This is an optimization exercise on Yosys and OpenROAD, whose aim is small area and a short achievable clock period, not a production implementation. Only simulation tests tie the RTL to the original design; equivalence was not proved. Power is estimated from default activity; no workload was simulated.

==> run a <==
Design processing_unit, start of the top module:
module processing_unit(clock, rst, hold, switches, instr_addr, instr_data,
  display_0, display_1, display_2, display_3, display_4,
  display_5, display_6, display_7, flag_write);
  input clock, rst, hold;
  input [17:0] switches;
  input [31:0] instr_data;
  output wire [16:0] instr_addr;
  output wire [6:0] display_0, display_1, display_2, display_3, display_4, display_5, display_6, display_7;
  output wire flag_write;
  wire [4:0] opcode = instr_data[31:27];
  wire [4:0] rt = instr_data[26:22];
  wire [4:0] rs = instr_data[21:17];
  wire [4:0] rd = instr_data[16:12];
  wire [4:0] shamt = instr_data[11:7];
  wire [31:0] imm = {15'd0, instr_data[16:0]};
  wire use_imm, sub_mode, reg_write, dest_rd;
  wire sel_sum, sel_slt, sel_logic, sel_sll, sel_srl, sel_mem, sel_in;
  wire mem_write, out_write, is_jump, is_beq, is_bne, halt;
  wire [3:0] logic_tt;
  control_unit md_control_unit(
    .opcode(opcode), .hold(hold), .use_imm(use_imm), .sub_mode(sub_mode),
    .reg_write(reg_write), .dest_rd(dest_rd), .sel_sum(sel_sum), .sel_slt(sel_slt),
  ...
export LEC_CHECK = 0
export CAP_MARGIN = 20
export CORE_MARGIN = 2
export CORE_UTILIZATION = 40
export CTS_BUF_LIST = sky130_fd_sc_hd__clkbuf_8
export SLEW_MARGIN = 20
create_clock -name core_clock -period 33.0 [get_ports {clock}]
standard.sh (not shown) runs the stock make flow with config.mk's settings and CLKGATE_MAP_FILE= SYNTH_SCRIPT=/design/flow/synth_recipe.tcl, a recipe that flattens the netlist after the stock synthesis.
==> flow/flow/run.sh <==
#!/bin/bash
# Standard ORFS layout (standard.sh), with two changes:
#  - synthesis maps logic with flow/abc_map.script (ABC's &nf mapper with
#    area recovery) in place of ORFS's abc_speed.script; everything else in
#    synthesis (registers, flattening, renaming) is the standard flow's own synth_recipe.tcl;
#  - port buffers are sky130_fd_sc_hd__buf_4 cells.
set -euo pipefail
W=$(pwd)
F=$W/flow
cat > "$W/my_synth.tcl" <<EOF
proc abc {args} {
  set i [lsearch -exact \$args -script]
  if {\$i >= 0} { lset args [expr {\$i + 1}] $F/abc_map.script }
  yosys abc {*}\$args
}
source $W/synth_recipe.tcl
EOF
export BUFFER_PORTS_ARGS="-buffer_cell sky130_fd_sc_hd__buf_4"
bash "$W/standard.sh" "SYNTH_SCRIPT=$W/my_synth.tcl" "BUFFER_PORTS_ARGS=$BUFFER_PORTS_ARGS" finish > "$W/flow_make.log" 2>&1
==> flow/flow/abc_map.script <==
strash
&get -n
&st
&dch
&nf -R 20
&put
topo
buffer -c
upsize -c
dnsize -c
==> run b (differences from run a) <==
--- a/flow/design.v
+++ b/flow/design.v
@@ -344,17 +344,17 @@
   mem_write, out_write, is_jump, is_beq, is_bne, halt, logic_tt);
   input [4:0] opcode;
   input hold;
   output reg use_imm, sub_mode, reg_write, dest_rd;
   output reg sel_sum, sel_slt, sel_logic, sel_sll, sel_srl, sel_mem, sel_in;
   output reg mem_write, out_write, is_jump, is_beq, is_bne;
   output halt;
   output reg [3:0] logic_tt;  
-  assign halt = hold & ((opcode == 5'd5) | (opcode == 5'd12));
+  stall_flag md_stall(.opcode(opcode), .hold(hold), .halt(halt));
   always @(*) begin
     use_imm = 1'b0; sub_mode = 1'b0; reg_write = 1'b0; dest_rd = 1'b0;
     sel_sum = 1'b0; sel_slt = 1'b0; sel_logic = 1'b0; sel_sll = 1'b0;
     sel_srl = 1'b0; sel_mem = 1'b0; sel_in = 1'b0;
     mem_write = 1'b0; out_write = 1'b0; is_jump = 1'b0; is_beq = 1'b0; is_bne = 1'b0;
     logic_tt = 4'b0000;
     case (opcode)
       5'd0:  begin reg_write = 1'b1; dest_rd = 1'b1; sel_sum = 1'b1; end                        
@@ -378,23 +378,43 @@
       5'd20: begin reg_write = 1'b1; dest_rd = 1'b1; sel_logic = 1'b1; logic_tt = 4'b0110; end  
       5'd21: begin reg_write = 1'b1; use_imm = 1'b1; sel_logic = 1'b1; logic_tt = 4'b0110; end  
       5'd22: begin reg_write = 1'b1; dest_rd = 1'b1; sel_sll = 1'b1; end                        
       5'd23: begin reg_write = 1'b1; dest_rd = 1'b1; sel_srl = 1'b1; end                        
       default: ;                                                                               
     endcase
   end
 endmodule
+module stall_flag(opcode, hold, halt);
+  input [4:0] opcode;
+  input hold;
+  output halt;
+  assign halt = hold & ((opcode == 5'd5) | (opcode == 5'd12));
+endmodule
 module program_counter(clock, reset, halt, take, target, pc);
   input clock, reset, halt, take;
   input [16:0] target;
   output reg [16:0] pc;
+  wire enable = reset | !halt;
+  always @(posedge clock)
+    if (enable) pc <= reset ? 17'd0 : take ? target : pc + 17'd1;
+endmodule
+module pc_decimal(clock, reset, halt, take, wrap, target_ones, target_tens, ones, tens);
+  input clock, reset, halt, take, wrap;
+  input [3:0] target_ones, target_tens;
+  output reg [3:0] ones, tens;
+  wire ones9 = (ones == 4'd9);
+  wire [3:0] inc_ones = ones9 ? 4'd0 : ones + 4'd1;
+  wire [3:0] inc_tens = ones9 ? ((tens == 4'd9) ? 4'd0 : tens + 4'd1) : tens;
+  wire enable = reset | !halt;
   always @(posedge clock)
-    if (reset) pc <= 17'd0;
-    else if (!halt) pc <= take ? target : pc + 17'd1;
+    if (enable) begin
+      ones <= reset ? 4'd0 : take ? target_ones : wrap ? 4'd0 : inc_ones;
+      tens <= reset ? 4'd0 : take ? target_tens : wrap ? 4'd0 : inc_tens;
+    end
 endmodule
 module register_base(clock, rs1, rs2, wa, we, wd, out1, out2);
   input clock, we;
   input [4:0] rs1, rs2, wa;
   input [31:0] wd;
   output [31:0] out1, out2;
   wire [31*32-1:0] regs;
   wire [31:1] sel1, sel2;
@@ -472,29 +492,31 @@
   wire [11:0] s1;
   fold125 md_fold(.u(data_in), .s(s1));
   wire [7:0] x0 = {1'b0, s1[6:0]};
   wire [7:0] x1 = {3'd0, s1[11:7]};
   wire [7:0] x2 = {2'd0, s1[11:7], 1'b0};
   wire [7:0] cs_s = x0 ^ x1 ^ x2;
   wire [7:0] cs_c = ((x0 & x1) | (x0 & x2) | (x1 & x2)) << 1;
   wire [7:0] s2_in = cs_s + cs_c;
-  reg [7:0] s2;
-  reg [2:0] lo;
+  wire neg_in = data_in[31];
+  wire [2:0] lo_in = data_in[2:0];
+  wire borrow = (lo_in != 3'd0);
+  wire [8:0] v_in = neg_in ? 9'd287 - {1'b0, s2_in} - {8'd0, borrow} : {1'b0, s2_in};
+  wire [2:0] lo_abs_in = neg_in ? 3'd0 - lo_in : lo_in;
+  reg [8:0] v;
+  reg [2:0] lo_abs;
   reg neg;
   always @(posedge clock) begin
     if (reset) begin
-      s2 <= 8'd0; lo <= 3'd0; neg <= 1'b0;
+      v <= 9'd0; lo_abs <= 3'd0; neg <= 1'b0;
     end else if (write_enabled) begin
-      s2 <= s2_in; lo <= data_in[2:0]; neg <= data_in[31];
+      v <= v_in; lo_abs <= lo_abs_in; neg <= neg_in;
     end
   end
-  wire borrow = (lo != 3'd0);
-  wire [8:0] v = neg ? 9'd287 - {1'b0, s2} - {8'd0, borrow} : {1'b0, s2};
-  wire [2:0] lo_abs = neg ? 3'd0 - lo : lo;
   wire [3:0] ten_0, ten_1, ten_2;
   bin_to_dec md_conversor(.binary({v, lo_abs}), .ten_0(ten_0), .ten_1(ten_1), .ten_2(ten_2));
   bin_to_7seg md_hex_0(.binary(ten_0), .display(display_0));
   bin_to_7seg md_hex_1(.binary(ten_1), .display(display_1));
   bin_to_7seg md_hex_2(.binary(ten_2), .display(display_2));
   assign display_3 = neg ? 7'b0111111 : 7'b1000000;
 endmodule
 module processing_unit(clock, rst, hold, switches, instr_addr, instr_data,
@@ -549,15 +571,19 @@
   wire [16:0] pc;
   program_counter md_pc(
     .clock(clock), .reset(rst), .halt(halt), .take(take), .target(instr_data[16:0]), .pc(pc));
   assign instr_addr = pc;
   output_data md_output_data(
     .clock(clock), .reset(rst), .data_in(rb), .write_enabled(out_write),
     .display_0(display_0), .display_1(display_1), .display_2(display_2), .display_3(display_3));
   op_display md_op_display(.op(opcode), .ones(display_4), .tens(display_5));
-  wire [9:0] pc_sum;
+  wire [9:0] target_sum;
+  wire [3:0] target_ones, target_tens;
+  fold100 md_target_fold(.pc(instr_data[16:0]), .s(target_sum));
+  bin_to_dec2 md_target_converter(.binary(target_sum), .ten_0(target_ones), .ten_1(target_tens));
   wire [3:0] pc_ones, pc_tens;
-  fold100 md_pc_fold(.pc(pc), .s(pc_sum));
-  bin_to_dec2 md_pc_converter(.binary(pc_sum), .ten_0(pc_ones), .ten_1(pc_tens));
+  pc_decimal md_pc_decimal(
+    .clock(clock), .reset(rst), .halt(halt), .take(take), .wrap(&pc),
+    .target_ones(target_ones), .target_tens(target_tens), .ones(pc_ones), .tens(pc_tens));
   bin_to_7seg md_pc_presenter(.binary(pc_ones), .display(display_6));
   bin_to_7seg md_pc_presenter_1(.binary(pc_tens), .display(display_7));
 endmodule
==> flow/flow/run.sh (replaced) <==
#!/bin/bash
# Standard ORFS layout (standard.sh), with these changes:
#  - synthesis maps logic with flow/abc_map.script (ABC's &nf mapper with
#    area recovery) in place of ORFS's abc_speed.script, except for the
#    adder (prefix_add), the opcode display (op_display) and the stall flag
#    (stall_flag), which keep their hierarchy until mapping and are mapped
#    with ORFS's own speed script, apart from the logic around them; yosys's half/full adder extraction
#    is skipped so that ABC maps that logic too. Everything else in synthesis
#    (registers, flattening, renaming) is the standard flow's own synth_recipe.tcl;
#  - port buffers are sky130_fd_sc_hd__buf_4 cells.
set -euo pipefail
W=$(pwd)
F=$W/flow
grep -q '^proc synth ' "$W/synth_recipe.tcl"
{
  cat <<EOF
proc synth {args} {
  if {![info exists ::keep_set]} {
    set ::keep_set 1
    yosys setattr -mod -set keep_hierarchy 1 prefix_add op_display stall_flag
  }
  yosys synth -nofsm -noshare {*}\$args
}
proc extract_fa {args} {}
proc abc {args} {
  set i [lsearch -exact \$args -script]
  yosys abc {*}\$args prefix_add op_display stall_flag
  lset args [expr {\$i + 1}] $F/abc_map.script
  yosys abc {*}\$args processing_unit
}
EOF
  grep -v '^proc synth ' "$W/synth_recipe.tcl"
} > "$W/my_synth.tcl"
export BUFFER_PORTS_ARGS="-buffer_cell sky130_fd_sc_hd__buf_4"
bash "$W/standard.sh" "SYNTH_SCRIPT=$W/my_synth.tcl" "BUFFER_PORTS_ARGS=$BUFFER_PORTS_ARGS" finish > "$W/flow_make.log" 2>&1
==> flow/flow/abc_map.script (replaced) <==
strash
&get -n
&st
&dch
&nf -R 1000 -p
&put
topo
buffer -c
upsize -c
dnsize -c
--- a/flow/config.mk
+++ b/flow/config.mk
@@ -4,9 +4,11 @@
 export VERILOG_FILES = /design/flow/design.v
 export SDC_FILE = /design/flow/constraint.sdc
 export NUM_CORES = 4
 export LEC_CHECK = 0
 export CAP_MARGIN = 20
 export CORE_MARGIN = 2
 export CORE_UTILIZATION = 40
 export CTS_BUF_LIST = sky130_fd_sc_hd__clkbuf_8
+export CTS_CLUSTER_DIAMETER = 100
+export CTS_CLUSTER_SIZE = 15
 export SLEW_MARGIN = 20
==> run c (differences from run a) <==
--- a/flow/design.v
+++ b/flow/design.v
@@ -107,22 +107,20 @@
       5'd3, 5'd13, 5'd23: ones = 7'b0110000;
       5'd4, 5'd14, 5'd24: ones = 7'b0011001;
       5'd5, 5'd15, 5'd25: ones = 7'b0010010;
       5'd6, 5'd16, 5'd26: ones = 7'b0000010;
       5'd7, 5'd17, 5'd27: ones = 7'b1111000;
       5'd8, 5'd18, 5'd28: ones = 7'b0000000;
       default: ones = 7'b0010000;
     endcase
-    case (op)
-      5'd30, 5'd31: tens = 7'b0110000;
-      5'd20, 5'd21, 5'd22, 5'd23, 5'd24, 5'd25, 5'd26, 5'd27, 5'd28, 5'd29: tens = 7'b0100100;
-      5'd10, 5'd11, 5'd12, 5'd13, 5'd14, 5'd15, 5'd16, 5'd17, 5'd18, 5'd19: tens = 7'b1111001;
-      default: tens = 7'b1000000;
-    endcase
+    if (op >= 5'd30) tens = 7'b0110000;
+    else if (op >= 5'd20) tens = 7'b0100100;
+    else if (op >= 5'd10) tens = 7'b1111001;
+    else tens = 7'b1000000;
   end
 endmodule
 module fold125(u, s);
   input [31:0] u;
   output [11:0] s;
   wire w1 = u[3] ^ u[17] ^ ~u[23];
   wire w2 = (u[3] & u[17]) | (u[3] & ~u[23]) | (u[17] & ~u[23]);
   wire w3 = u[4] ^ u[18] ^ ~u[24];
@@ -247,70 +245,41 @@
   wire w21 = w20 ^ w10 ^ w11;
   wire w22 = (w20 & w10) | (w20 & w11) | (w10 & w11);
   wire w23 = w22 ^ w12 ^ pc[7];
   wire w24 = (w22 & w12) | (w22 & pc[7]) | (w12 & pc[7]);
   wire [9:0] r0 = {1'b0, w24, w23, w21, w18, w17, w13, w1, pc[1], pc[0]};
   wire [9:0] r1 = {1'b0, pc[8], 1'b0, 1'b0, w19, 1'b0, 1'b0, 1'b1, 1'b0, 1'b0};
   assign s = r0 + r1;
 endmodule
-module alu(a, b, sub_mode, logic_tt, shamt, sel_srl, sum, carry, logic_out, shl_out, shr_out);
+module alu(a, b, sub_mode, logic_tt, shamt, sel_srl, sum, carry, zero, logic_out, shl_out, shr_out);
   input [31:0] a, b;
   input sub_mode, sel_srl;
   input [3:0] logic_tt;
   input [4:0] shamt;
   output [31:0] sum, logic_out, shl_out, shr_out;
-  output carry;
+  output carry, zero;
   wire [31:0] bx = b ^ {32{sub_mode}};
-  prefix_add md_add(.a(a), .b(bx), .cin(sub_mode), .sum(sum), .cout(carry));
+  assign {carry, sum} = {1'b0, a} + {1'b0, bx} + {32'd0, sub_mode};
+  assign zero = (sum == 32'd0);
   genvar i;
   generate
     for (i = 0; i < 32; i = i + 1) begin : g_bit
       assign logic_out[i] = logic_tt[{a[i], b[i]}];
     end
   endgenerate
   function [31:0] rev(input [31:0] x);
     integer k;
     for (k = 0; k < 32; k = k + 1) rev[k] = x[31-k];
   endfunction
   wire [31:0] sh_in = sel_srl ? rev(a) : a;
   wire [31:0] sh = sh_in << shamt;
   assign shl_out = sh;
   assign shr_out = rev(sh);
 endmodule
-module prefix_add(a, b, cin, sum, cout);
-  input [31:0] a, b;
-  input cin;
-  output [31:0] sum;
-  output cout;
-  wire [31:0] p = a ^ b;
-  wire [31:0] g0 = a & b;
-  wire [31:0] gl [0:5];
-  wire [31:0] pl [0:5];
-  assign gl[0] = {g0[31:1], g0[0] | (p[0] & cin)};
-  assign pl[0] = p;
-  genvar l, i;
-  generate
-    for (l = 0; l < 5; l = l + 1) begin : g_lvl
-      for (i = 0; i < 32; i = i + 1) begin : g_bit
-        if ((i >> l) & 1) begin : g_op
-          localparam integer j = ((i >> l) << l) - 1;
-          assign gl[l+1][i] = gl[l][i] | (pl[l][i] & gl[l][j]);
-          assign pl[l+1][i] = pl[l][i] & pl[l][j];
-        end else begin : g_pass
-          assign gl[l+1][i] = gl[l][i];
-          assign pl[l+1][i] = pl[l][i];
-        end
-      end
-    end
-  endgenerate
-  wire [32:0] c = {gl[5], cin};
-  assign sum = p ^ c[31:0];
-  assign cout = c[32];
-endmodule
 module extender(immediate, extended);
   input [16:0] immediate;
   output reg [31:0] extended;
   always @ (*)
   begin
     extended = {14'h0000, immediate};
   end
 endmodule
@@ -411,34 +380,25 @@
   endgenerate
   register_read md_read1(.sel(sel1), .regs(regs), .out(out1));
   register_read md_read2(.sel(sel2), .regs(regs), .out(out2));
 endmodule
 module register_read(sel, regs, out);
   input [31:1] sel;
   input [31*32-1:0] regs;
   output [31:0] out;
-  wire [31:0] r [0:31];
-  wire [31:0] s;
-  assign r[0] = 32'd0;
-  assign s = {sel, 1'b0};
+  wire [32*32-1:0] acc;
+  assign acc[31:0] = 32'd0;
   genvar i;
   generate
-    for (i = 1; i < 32; i = i + 1) begin : g_r
-      assign r[i] = regs[(i-1)*32 +: 32];
-    end
-  endgenerate
-  wire [31:0] t [0:10];
-  generate
-    for (i = 0; i < 10; i = i + 1) begin : g_t
-      assign t[i] = ({32{s[3*i+1]}} & r[3*i+1]) | ({32{s[3*i+2]}} & r[3*i+2]) | ({32{s[3*i+3]}} & r[3*i+3]);
+    for (i = 1; i < 32; i = i + 1) begin : g_or
+      assign acc[i*32 +: 32] = acc[(i-1)*32 +: 32] | ({32{sel[i]}} & regs[(i-1)*32 +: 32]);
     end
   endgenerate
-  assign t[10] = {32{s[31]}} & r[31];
-  assign out = (((t[0] | t[1]) | (t[2] | t[3])) | ((t[4] | t[5]) | (t[6] | t[7]))) | ((t[8] | t[9]) | t[10]);
+  assign out = acc[31*32 +: 32];
 endmodule
 module memory_data(clock, base, imm, we, wd, rd);
   input clock, we;
   input [31:0] base;
   input [16:0] imm;
   input [31:0] wd;
   output [31:0] rd;
   wire [31:0] b = {15'd0, imm};
@@ -446,29 +406,30 @@
   wire [31:4] ok;
   assign ok[4] = (base[4] ^ b[4]) == low[4];
   genvar k;
   generate
     for (k = 5; k < 32; k = k + 1) begin : g_ok
       assign ok[k] = (base[k] ^ b[k]) == (base[k-1] | b[k-1]);
     end
   endgenerate
-  wire in_range = (&ok) && !(low[3] && (low[2] || (low[1] && low[0])));   
-  wire [31:0] t [0:10];
+  wire in_range = (&ok) && (low[3:0] < 4'd11);
+  wire [12*32-1:0] acc;
+  assign acc[31:0] = 32'd0;
   genvar i;
   generate
     for (i = 0; i < 11; i = i + 1) begin : g_word
       reg [31:0] m;
       wire hit = in_range && low[3:0] == i;
       always @(posedge clock)
         if (we && hit) m <= wd;
-      assign t[i] = {32{hit}} & m;
+      assign acc[(i+1)*32 +: 32] = acc[i*32 +: 32] | ({32{hit}} & m);
     end
   endgenerate
-  assign rd = (((t[0] | t[1]) | (t[2] | t[3])) | ((t[4] | t[5]) | (t[6] | t[7]))) | ((t[8] | t[9]) | t[10]);
+  assign rd = acc[11*32 +: 32];
 endmodule
 module output_data(clock, reset, data_in, write_enabled, display_0, display_1, display_2, display_3);
   input clock, reset, write_enabled;
   input [31:0] data_in;
   output [6:0] display_0, display_1, display_2, display_3;
   wire [11:0] s1;
   fold125 md_fold(.u(data_in), .s(s1));
   wire [7:0] x0 = {1'b0, s1[6:0]};
@@ -524,33 +485,32 @@
     .is_beq(is_beq), .is_bne(is_bne), .halt(halt), .logic_tt(logic_tt));
   assign flag_write = halt;
   wire [31:0] ra, rb, wd;
   register_base md_register_base(
     .clock(clock), .rs1(rs), .rs2(rt), .wa(dest_rd ? rd : rt), .we(reg_write),
     .wd(wd), .out1(ra), .out2(rb));
   wire [31:0] bop = use_imm ? imm : rb;
   wire [31:0] sum, logic_out, shl_out, shr_out;
-  wire carry;
+  wire carry, zero;
   alu md_alu(
     .a(ra), .b(bop), .sub_mode(sub_mode), .logic_tt(logic_tt), .shamt(shamt),
-    .sel_srl(sel_srl), .sum(sum), .carry(carry), .logic_out(logic_out),
+    .sel_srl(sel_srl), .sum(sum), .carry(carry), .zero(zero), .logic_out(logic_out),
     .shl_out(shl_out), .shr_out(shr_out));
   wire [31:0] mem_out;
   memory_data md_memory_data(
     .clock(clock), .base(ra), .imm(instr_data[16:0]), .we(mem_write), .wd(rb), .rd(mem_out));
   assign wd = ({32{sel_sum}} & sum)
             | ({32{sel_logic}} & logic_out)
             | ({32{sel_sll}} & shl_out)
             | ({32{sel_srl}} & shr_out)
             | ({32{sel_mem}} & mem_out)
             | ({32{sel_in}} & {15'd0, switches[16:0]})
             | {31'd0, sel_slt & ~carry};
-  wire equal = (ra == rb);
-  wire take = is_jump | (is_beq & equal) | (is_bne & ~equal);
+  wire take = is_jump | (is_beq & zero) | (is_bne & ~zero);
   wire [16:0] pc;
   program_counter md_pc(
     .clock(clock), .reset(rst), .halt(halt), .take(take), .target(instr_data[16:0]), .pc(pc));
   assign instr_addr = pc;
   output_data md_output_data(
     .clock(clock), .reset(rst), .data_in(rb), .write_enabled(out_write),
     .display_0(display_0), .display_1(display_1), .display_2(display_2), .display_3(display_3));
   op_display md_op_display(.op(opcode), .ones(display_4), .tens(display_5));
==> flow/run.sh (new file) <==
#!/bin/bash
# synth_recipe.tcl (not shown) runs the flow's synth.tcl, then flattens the netlist and writes it again
# the make line also repeats each setting of config.mk as NAME=value (left out here)
make -C /OpenROAD-flow-scripts/flow DESIGN_CONFIG=/design/flow/config.mk WORK_HOME=/design/flow/orfs CLKGATE_MAP_FILE= SYNTH_SCRIPT=/design/flow/synth_recipe.tcl finish
==> flow/config.mk (replaced) <==
export PLATFORM = sky130hd
export DESIGN_NAME = processing_unit
export DESIGN_NICKNAME = processing_unit
export VERILOG_FILES = /design/flow/design.v
export SDC_FILE = /design/flow/constraint.sdc
export NUM_CORES = 4
export LEC_CHECK = 0
export CAP_MARGIN = 20
export CORE_MARGIN = 2
export CORE_UTILIZATION = 40
export SLEW_MARGIN = 20
removed: flow/flow/run.sh
removed: flow/flow/abc_map.script
removed: flow/standard.sh
==> flow_summary_export.csv <==
group,metric,value,unit
status,status,"complete, no violations",
synth,syn_avg_cell_area,13.42,um2
pwr,pwr_density_cell,91.50,mW/mm2
timing,fmax,63.16,MHz
synth,yosysSeqAreaShare,62.95,%
clock_network,cts.sinks,1373,
worst_setup_path,crit_buf_inv,5,
Source of the figures above: run a

==> flow_summary_export.csv <==
group,metric,value,unit
status,status,"complete, no violations",
synth,yosysSeqAreaShare,63.60,%
clock_network,cts.sinks,1396,
pwr,pwr_density_cell,88.45,mW/mm2
timing,fmax,68.98,MHz
worst_setup_path,crit_buf_inv,2,
worst_setup_path,crit_top_cell,"buf_4",
Source of the figures above: run b

==> flow_summary_export.csv <==
group,metric,value,unit
status,status,"complete, no violations",
clock_network,cts.sinks,1373,
worst_setup_path,crit_buf_inv,4,
synth,syn_avg_cell_area,12.29,um2
pwr,pwr_density_cell,77.32,mW/mm2
Source of the figures above: run c

## afterwards: timing with drivers on the ports
The results above use ideal ports. As a check the final layouts listed here were re-extracted and re-timed, cells and wires unchanged. Step 1 (the two cells are an assumption about what drives the block):
set clk [get_ports {clock}]
set_driving_cell -lib_cell sky130_fd_sc_hd__clkbuf_16 $clk
set_driving_cell -lib_cell sky130_fd_sc_hd__buf_2 [delete_from_list [all_inputs] $clk]
Step 2 moves the port delays by t, midway between the first and last clock arrival at a register: inputs arrive t later, outputs are due t later. That takes back most of the time a late clock gives input paths. a / b / c = no drivers / after step 1 / after step 2; a / b = the first two.
run	t, ns	setup WS [ns]	worst setup path at the end	slew at the worst register clock pin (ns)	worst data-port slew with drivers (ns)
run a	1.028	17.167 / 17.090 / 17.021	input to register	0.07 / 0.07	0.22
run b	0.936	18.503 / 18.434 / 17.811	input to register	0.12 / 0.12	0.10
run c	0.895	15.455 / 15.505 / 14.610	input to register	0.08 / 0.08	0.18
After both steps setup and hold are still met in every run listed. The setup slack of run c, which loses most, moves by +0.050 ns with the drivers and by -0.845 ns with both steps.
